Background: an optimization exercise with open tools, aiming at small area, a short achievable clock period and few clock cycles. Do not read the settings as production practice. At most, simulation tests tie the RTL to the original design; equivalence was not proved.

==> inputs of run a <==
==> flow/design.v (excerpt) <==
module matmul #(parameter BUS_WIDTH = 16, parameter DATA_WIDTH = 4, parameter ADDR_WIDTH = 32, parameter SP_NTARGETS = 4) (
  clk_i, rst_ni, psel_i, penable_i, pwrite_i, pstrb_i, pwdata_i, paddr_i,
  pready_o, pslverr_o, prdata_o, busy_o, done_o);
make LEC_CHECK=0 CAP_MARGIN=20 CORE_MARGIN=2 CORE_UTILIZATION=60 CTS_CLUSTER_DIAMETER=80 CTS_CLUSTER_SIZE=30 SETUP_SLACK_MARGIN=2.55 SLEW_MARGIN=20 finish   # period 5.0 ns
run.sh (not shown) runs the stock make flow with config.mk's settings and CLKGATE_MAP_FILE= SYNTH_SCRIPT=/design/flow/synth_recipe.tcl, a recipe that flattens the netlist after the stock synthesis.
==> inputs of run b, as changes to run a <==
--- a/flow/design.v
+++ b/flow/design.v
@@ -259,14 +259,17 @@
   reg [6:2]  a_q;
   reg [4:0]  typ;               
   reg [15:0] rs_oh;             
   reg [3:0]  col_oh;            
   reg [3:0]  brow;              
   reg [3:0]  arp;               
   reg [3:0]  awp;               
+  reg        arok, brok;        
+  reg [3:0]  alane, blane;      
+  reg [3:0]  byp;               
   reg [15:0] wd_q;
   reg [3:0]  st_q;
   reg        wr_q;
   reg [3:0]  ph;                
   wire [3:0] rsn = {paddr_i[3:2], paddr_i[8:7]} + ph + 4'd1;
   wire [1:0] ph0 = ph[1:0];
   always @(posedge clk_i) begin
@@ -274,14 +277,21 @@
     a_q    <= paddr_i[6:2];
     typ    <= paddr_i[4] ? 5'b10000 : (5'b00001 << paddr_i[3:2]);
     rs_oh  <= 16'd1 << rsn;
     col_oh <= 4'd1 << paddr_i[6:5];
     brow   <= 4'd1 << paddr_i[6:5];
     arp    <= 4'd1 << (paddr_i[6:5] + ph0 + 2'd1);
     awp    <= 4'd1 << (paddr_i[6:5] + ph0 + 2'd2);
+    arok   <= paddr_i[6:5] <= ctl[9:8];
+    brok   <= paddr_i[6:5] <= ctl[11:10];
+    alane  <= pstrb_i & {ctl[11:10] == 2'd3, ctl[11:10] >= 2'd2, ctl[11:10] != 2'd0, 1'b1};
+    blane  <= pstrb_i & {ctl[13:12] == 2'd3, ctl[13:12] >= 2'd2, ctl[13:12] != 2'd0, 1'b1};
+    byp    <= {4{pwrite_i & (|pstrb_i) & (~busy_o | done_o) & (paddr_i[4:2] == 3'b001) &
+                 (paddr_i[6:5] + ph0 + 2'd2 == 2'd1) & (paddr_i[6:5] <= ctl[9:8])}} &
+              pstrb_i & {ctl[11:10] == 2'd3, ctl[11:10] >= 2'd2, ctl[11:10] != 2'd0, 1'b1};
     wd_q   <= pwdata_i;
     st_q   <= pstrb_i;
     wr_q   <= pwrite_i;
   end
   always @(posedge clk_i)
     if (!rst_ni) ph <= 4'd0;
     else         ph <= ph + 4'd1;
@@ -299,14 +309,15 @@
   wire wr_ok   = wr_acc & (|st_q) & ~busy_o;
   wire ctl_wr  = wr_ok & typ[0];
   wire a_wr    = wr_ok & typ[1];
   wire b_wr    = wr_ok & typ[2];
   wire start   = ctl_wr & wd_q[0];
   wire same_dims = (wd_q[13:8] == ctl[13:8]);
   wire near    = wd_q[1] & valid[wd_q[5:4]] & nb[wd_q[5:4]];
+  wire start_f = start & same_dims & ~near;
   wire [1:0] n = ctl[9:8];
   wire [1:0] k = ctl[11:10];
   wire [1:0] m = ctl[13:12];
   wire [1:0] nn = wd_q[9:8];       
   wire [1:0] kn = wd_q[11:10];
   wire [1:0] mn = wd_q[13:12];
   always @(posedge clk_i) begin
@@ -317,15 +328,15 @@
       busy_o <= 1'b0; done_o <= 1'b0;
     end else begin
       if (wr_acc & (~|st_q | busy_o)) pslverr_o <= 1'b1;
       done_o <= wr_act & (cnt == 4'd14);
       if (start) busy_o <= 1'b1;
       else if (done_o) busy_o <= 1'b0;
       if (start) begin
-        if (same_dims & ~near) begin wr_act <= 1'b1; cnt <= 4'd12; end
+        if (start_f) begin wr_act <= 1'b1; cnt <= 4'd13; end
         else begin dly <= 2'd3; slowop <= near; end
       end else begin
         if (dly != 2'd0) begin
           dly <= dly - 2'd1;
           if (dly == 2'd1) begin wr_act <= 1'b1; cnt <= {~slowop, ~slowop, 2'b00}; end
         end
         if (wr_act) begin
@@ -343,25 +354,25 @@
   generate
     for (gr = 0; gr < 4; gr = gr + 1) begin : g_row
       wire [1:0] rin = gr - 1 - ph0;    
       for (gj = 0; gj < 4; gj = gj + 1) begin : g_col
         always @(posedge clk_i) begin
           if (rst_q)
             Ar[16*gr+4*gj +: 4] <= 4'd0;
-          else if (a_wr && awp[gr] && st_q[gj] && a_q[6:5] <= n && gj <= k)
+          else if (a_wr && awp[gr] && alane[gj] && arok)
             Ar[16*gr+4*gj +: 4] <= wd_q[4*gj +: 4];
           else if (ctl_wr && (rin > nn || gj > kn))
             Ar[16*gr+4*gj +: 4] <= 4'd0;
           else
             Ar[16*gr+4*gj +: 4] <= Ar[16*((gr+3)%4)+4*gj +: 4];
         end
         always @(posedge clk_i) begin
           if (rst_q)
             Bm[16*gr+4*gj +: 4] <= 4'd0;
-          else if (b_wr && brow[gr] && st_q[gj] && gr <= k && gj <= m)
+          else if (b_wr && brow[gr] && blane[gj] && brok)
             Bm[16*gr+4*gj +: 4] <= wd_q[4*gj +: 4];
           else if (ctl_wr && (gr > kn || gj > mn))
             Bm[16*gr+4*gj +: 4] <= 4'd0;
         end
       end
     end
   endgenerate
@@ -369,51 +380,67 @@
   always @(posedge clk_i) begin
     if (!rst_ni)          q3 <= 2'd3;
     else if (start)       q3 <= {~near, ~near};
     else if (wr_act)      q3 <= (cnt <= 4'd11) ? cnt[3:2] + 2'd1 : 2'd3;
     else if (dly != 2'd0) q3 <= {~slowop, ~slowop};
     else                  q3 <= 2'd3;
   end
-  wire [15:0] arow = Ar[15:0];
-  wire [15:0] arm  = {arow[15:12] & {4{q3 == 2'd3}}, arow[11:8] & {4{q3[1]}},
-                      arow[7:4] & {4{q3 != 2'd0}}, arow[3:0]};
+  wire [15:0] arw;
+  genvar gq, gk, ge;
+  generate
+    for (gj = 0; gj < 4; gj = gj + 1) begin : g_byp
+      assign arw[4*gj +: 4] = byp[gj] ? wd_q[4*gj +: 4] : Ar[4*gj +: 4];
+    end
+  endgenerate
   reg [23:0] bc;     
   reg [4:0]  ns;     
-  wire [23:0] bcn;
-  genvar gq, gk;
+  wire [23:0] bce [0:1];
+  wire [4:0]  nse [0:1];
   generate
-    for (gq = 0; gq < 4; gq = gq + 1) begin : g_enc
-      wire [4:0] x = {arm[4*gq +: 4], 1'b0};
-      for (gk = 0; gk < 2; gk = gk + 1) begin : g_dig
-        wire b0 = x[2*gk], b1 = x[2*gk+1], b2 = x[2*gk+2];
-        assign bcn[6*gq+3*gk]   = b1 ^ b0;                                
-        assign bcn[6*gq+3*gk+1] = (b2 & ~b1 & ~b0) | (~b2 & b1 & b0);     
-        assign bcn[6*gq+3*gk+2] = b2 & ~(b1 & b0);                        
+    for (ge = 0; ge < 2; ge = ge + 1) begin : g_e
+      wire [15:0] arow = ge ? arw : Ar[15:0];
+      wire [15:0] arm  = {arow[15:12] & {4{q3 == 2'd3}}, arow[11:8] & {4{q3[1]}},
+                          arow[7:4] & {4{q3 != 2'd0}}, arow[3:0]};
+      wire [23:0] bcn;
+      for (gq = 0; gq < 4; gq = gq + 1) begin : g_enc
+        wire [4:0] x = {arm[4*gq +: 4], 1'b0};
+        for (gk = 0; gk < 2; gk = gk + 1) begin : g_dig
+          wire b0 = x[2*gk], b1 = x[2*gk+1], b2 = x[2*gk+2];
+          assign bcn[6*gq+3*gk]   = b1 ^ b0;                                
+          assign bcn[6*gq+3*gk+1] = (b2 & ~b1 & ~b0) | (~b2 & b1 & b0);     
+          assign bcn[6*gq+3*gk+2] = b2 & ~(b1 & b0);                        
+        end
       end
+      wire [2:0] n0 = bcn[2] + bcn[8] + bcn[14] + bcn[20];
+      wire [2:0] n1 = bcn[5] + bcn[11] + bcn[17] + bcn[23];
+      assign bce[ge] = bcn;
+      assign nse[ge] = {n1, 2'b00} + {2'b00, n0};
     end
   endgenerate
-  wire [2:0] n0 = bcn[2] + bcn[8] + bcn[14] + bcn[20];
-  wire [2:0] n1 = bcn[5] + bcn[11] + bcn[17] + bcn[23];
   always @(posedge clk_i) begin
-    bc <= bcn;
-    ns <= {n1, 2'b00} + {2'b00, n0};
+    bc <= acc ? bce[1] : bce[0];
+    ns <= acc ? nse[1] : nse[0];
   end
   reg [1023:0] ring;    
-  wire [1:0] kw  = ctl[3:2] + ph[3:2];     
+  wire [1:0] wt_e = wr_act ? ctl[3:2] : wd_q[3:2];    
+  wire [1:0] kw  = wt_e + ph[3:2];         
   wire [1:0] wj  = kw + 2'd1;
   wire [1:0] rc  = ~ph[1:0];               
-  wire       wen = wr_act & (cnt[3:2] == 2'd3);
+  wire       wen = (wr_act & (cnt[3:2] == 2'd3)) | start_f;
   wire [1:0] rt_s  = ctl_wr ? wd_q[5:4] : (busy_o & ~done_o) ? ctl[5:4] : pwdata_i[5:4];
   wire       md_s  = ctl_wr ? wd_q[1]   : (busy_o & ~done_o) ? ctl[1]   : pwdata_i[1];
   wire [3:0] ph2   = ph + 4'd2;
-  wire       lastw = wen & (cnt[1:0] == 2'd3);        
+  wire       lastw = wr_act & (cnt == 4'd15);         
   wire [3:0] vnx   = valid | ({3'd0, lastw} << ctl[3:2]);
-  reg  [3:0] cse;                                     
+  reg  [3:0] cseq;                                    
   always @(posedge clk_i)
-    cse <= (4'b0001 << (rt_s + ph2[3:2])) & {4{md_s & vnx[rt_s] & ~rst_q}};
+    cseq <= (4'b0001 << (rt_s + ph2[3:2])) & {4{md_s & vnx[rt_s] & ~rst_q}};
+  wire [3:0] ph1   = ph + 4'd1;
+  wire [3:0] csp   = (4'b0001 << (pwdata_i[5:4] + ph1[3:2])) & {4{pwdata_i[1] & valid[pwdata_i[5:4]]}};
+  wire [3:0] cse   = busy_o ? cseq : csp;
   wire [63:0] cin = (ring[64*2 +: 64] & {64{cse[0]}}) | (ring[64*6 +: 64] & {64{cse[1]}}) |
                     (ring[64*10 +: 64] & {64{cse[2]}}) | (ring[64*14 +: 64] & {64{cse[3]}});
   wire [63:0] xs, ys;
   reg  [7:0]  cs;    
   genvar gc;
   generate
     for (gc = 0; gc < 4; gc = gc + 1) begin : g_dot
@@ -424,15 +451,16 @@
         cs[2*gc +: 2] <= {cin[16*gc+15], cin[16*gc+15] ^ cin[16*gc+14]};
     end
   endgenerate
   wire [63:0] res;
   wire [3:0]  ovf;
   generate
     for (gc = 0; gc < 4; gc = gc + 1) begin : g_acc
-      wire [15:0] r = xs[16*gc +: 16] + ys[16*gc +: 16];
+      wire [15:0] r;
+      add16 u_add (.a(xs[16*gc +: 16]), .b(ys[16*gc +: 16]), .s(r));
       assign res[16*gc +: 16] = r;
       assign ovf[gc] = (cs[2*gc+1] ^ r[15]) & cs[2*gc];
     end
   endgenerate
   genvar gs;
   generate
     for (gs = 0; gs < 16; gs = gs + 1) begin : g_ring
@@ -447,25 +475,26 @@
   endgenerate
   reg [3:0]  ovq;
   reg [3:0]  ovrow;              
   wire [15:0] ovf16 = {{4{ovrow[3]}} & ovq, {4{ovrow[2]}} & ovq, {4{ovrow[1]}} & ovq, {4{ovrow[0]}} & ovq};
   wire       nbr = cs[0] | cs[2] | cs[4] | cs[6];
   always @(posedge clk_i) begin
     ovq   <= ovf;
-    ovrow <= wr_act ? 4'b0001 << rc : 4'b0000;
+    ovrow <= (wr_act | start_f) ? 4'b0001 << rc : 4'b0000;
     if (rst_q) begin
       valid <= 4'd0;
       nb    <= 4'd0;
       nbacc <= 1'b0;
       flags <= 16'd0;
       ovrow <= 4'b0000;
     end else begin
       if (start) flags <= 16'd0;
       else flags <= flags | ovf16;
-      if (wen) nbacc <= (cnt[1:0] != 2'd0 && nbacc) || nbr;
+      if (start_f) nbacc <= nbr;
+      else if (wen) nbacc <= (cnt[1:0] != 2'd0 && nbacc) || nbr;
       if (lastw) begin
         valid[ctl[3:2]] <= 1'b1;
         nb[ctl[3:2]]    <= nbacc | nbr;
       end
     end
   end
   reg [15:0] rel;
@@ -480,7 +509,48 @@
                     (Ar[47:32] & {16{arp[2]}}) | (Ar[63:48] & {16{arp[3]}});
   wire [15:0] brd = (Bm[15:0] & {16{brow[0]}}) | (Bm[31:16] & {16{brow[1]}}) |
                     (Bm[47:32] & {16{brow[2]}}) | (Bm[63:48] & {16{brow[3]}});
   always @(posedge clk_i)
     prdata_o <= ({ctl, 1'b0} & {16{typ[0]}}) | (ard & {16{typ[1]}}) | (brd & {16{typ[2]}}) |
                 ((flags | ovf16) & {16{typ[3]}}) | (rel & {16{typ[4] & valid[a_q[3:2]]}});
 endmodule
+module add16 (a, b, s);
+  input  [15:0] a, b;
+  output [15:0] s;
+  wire [15:0] g0 = a & b;
+  wire [15:0] p0 = a ^ b;
+  wire [15:0] g1, p1, g2, p2, g3, p3, g4, p4;
+  genvar i;
+  generate
+    for (i = 0; i < 16; i = i + 1) begin : g_l
+      if (i % 2 == 1) begin : g_a1
+        assign g1[i] = g0[i] | (p0[i] & g0[i-1]);
+        assign p1[i] = p0[i] & p0[i-1];
+      end else begin : g_b1
+        assign g1[i] = g0[i];
+        assign p1[i] = p0[i];
+      end
+      if (i % 4 >= 2) begin : g_a2
+        assign g2[i] = g1[i] | (p1[i] & g1[i - i % 4 + 1]);
+        assign p2[i] = p1[i] & p1[i - i % 4 + 1];
+      end else begin : g_b2
+        assign g2[i] = g1[i];
+        assign p2[i] = p1[i];
+      end
+      if (i % 8 >= 4) begin : g_a3
+        assign g3[i] = g2[i] | (p2[i] & g2[i - i % 8 + 3]);
+        assign p3[i] = p2[i] & p2[i - i % 8 + 3];
+      end else begin : g_b3
+        assign g3[i] = g2[i];
+        assign p3[i] = p2[i];
+      end
+      if (i % 16 >= 8) begin : g_a4
+        assign g4[i] = g3[i] | (p3[i] & g3[7]);
+        assign p4[i] = p3[i] & p3[7];
+      end else begin : g_b4
+        assign g4[i] = g3[i];
+        assign p4[i] = p3[i];
+      end
+    end
+  endgenerate
+  assign s = p0 ^ {g4[14:0], 1'b0};
+endmodule
==> comparison <==
Run a produced a clean layout. Run b went through all stages and came out clean. In run b the clock skew is higher than in run a, by 0.0073 ns. Global-route usage: run a is lower than run b (3.6 points). Of run a and run b, run b has the higher final area (gap about 9%, measured against run b). Between run a and run b, the lower wire length is in run a (gap 12%, measured against run b). In run a the count of clock-buffer cells in the layout is higher than in run b, by 9.
Testbench counts of run a, summed over its fixed seeds: cycles 17,085.
Only the layout flow was run in run b; the RTL was not checked for function there.

## separate check: timing with driven ports
In the flow no input, the clock included, has a driving cell. The finished layouts below were timed again as built, in two steps.
Step 1: set_driving_cell puts a clkbuf_16 on clk_i and a buf_2 on each other input, an assumption about the parent block.
Step 2 also shifts input and output timing later by t, the mid clock arrival at the registers, as if the neighbouring blocks saw the same clock.
a / b / c = ideal / step 1 / step 2; a / b = the first two.
run	t, ns	setup WS [ns]	hold WS [ns]	slew at the worst register clock pin (ns)	pins driven straight from the clock port
run a	0.746	2.365 / 2.365 / 1.967	0.332 / 0.332 / 0.332	0.12 / 0.12	1
run b	0.831	1.741 / 1.760 / 0.961	0.332 / 0.332 / 0.332	0.12 / 0.12	1
After both steps setup and hold are still met in every run listed. For run b, which loses most, drivers alone change the setup slack by +0.019 ns; drivers and shift together by -0.780 ns.
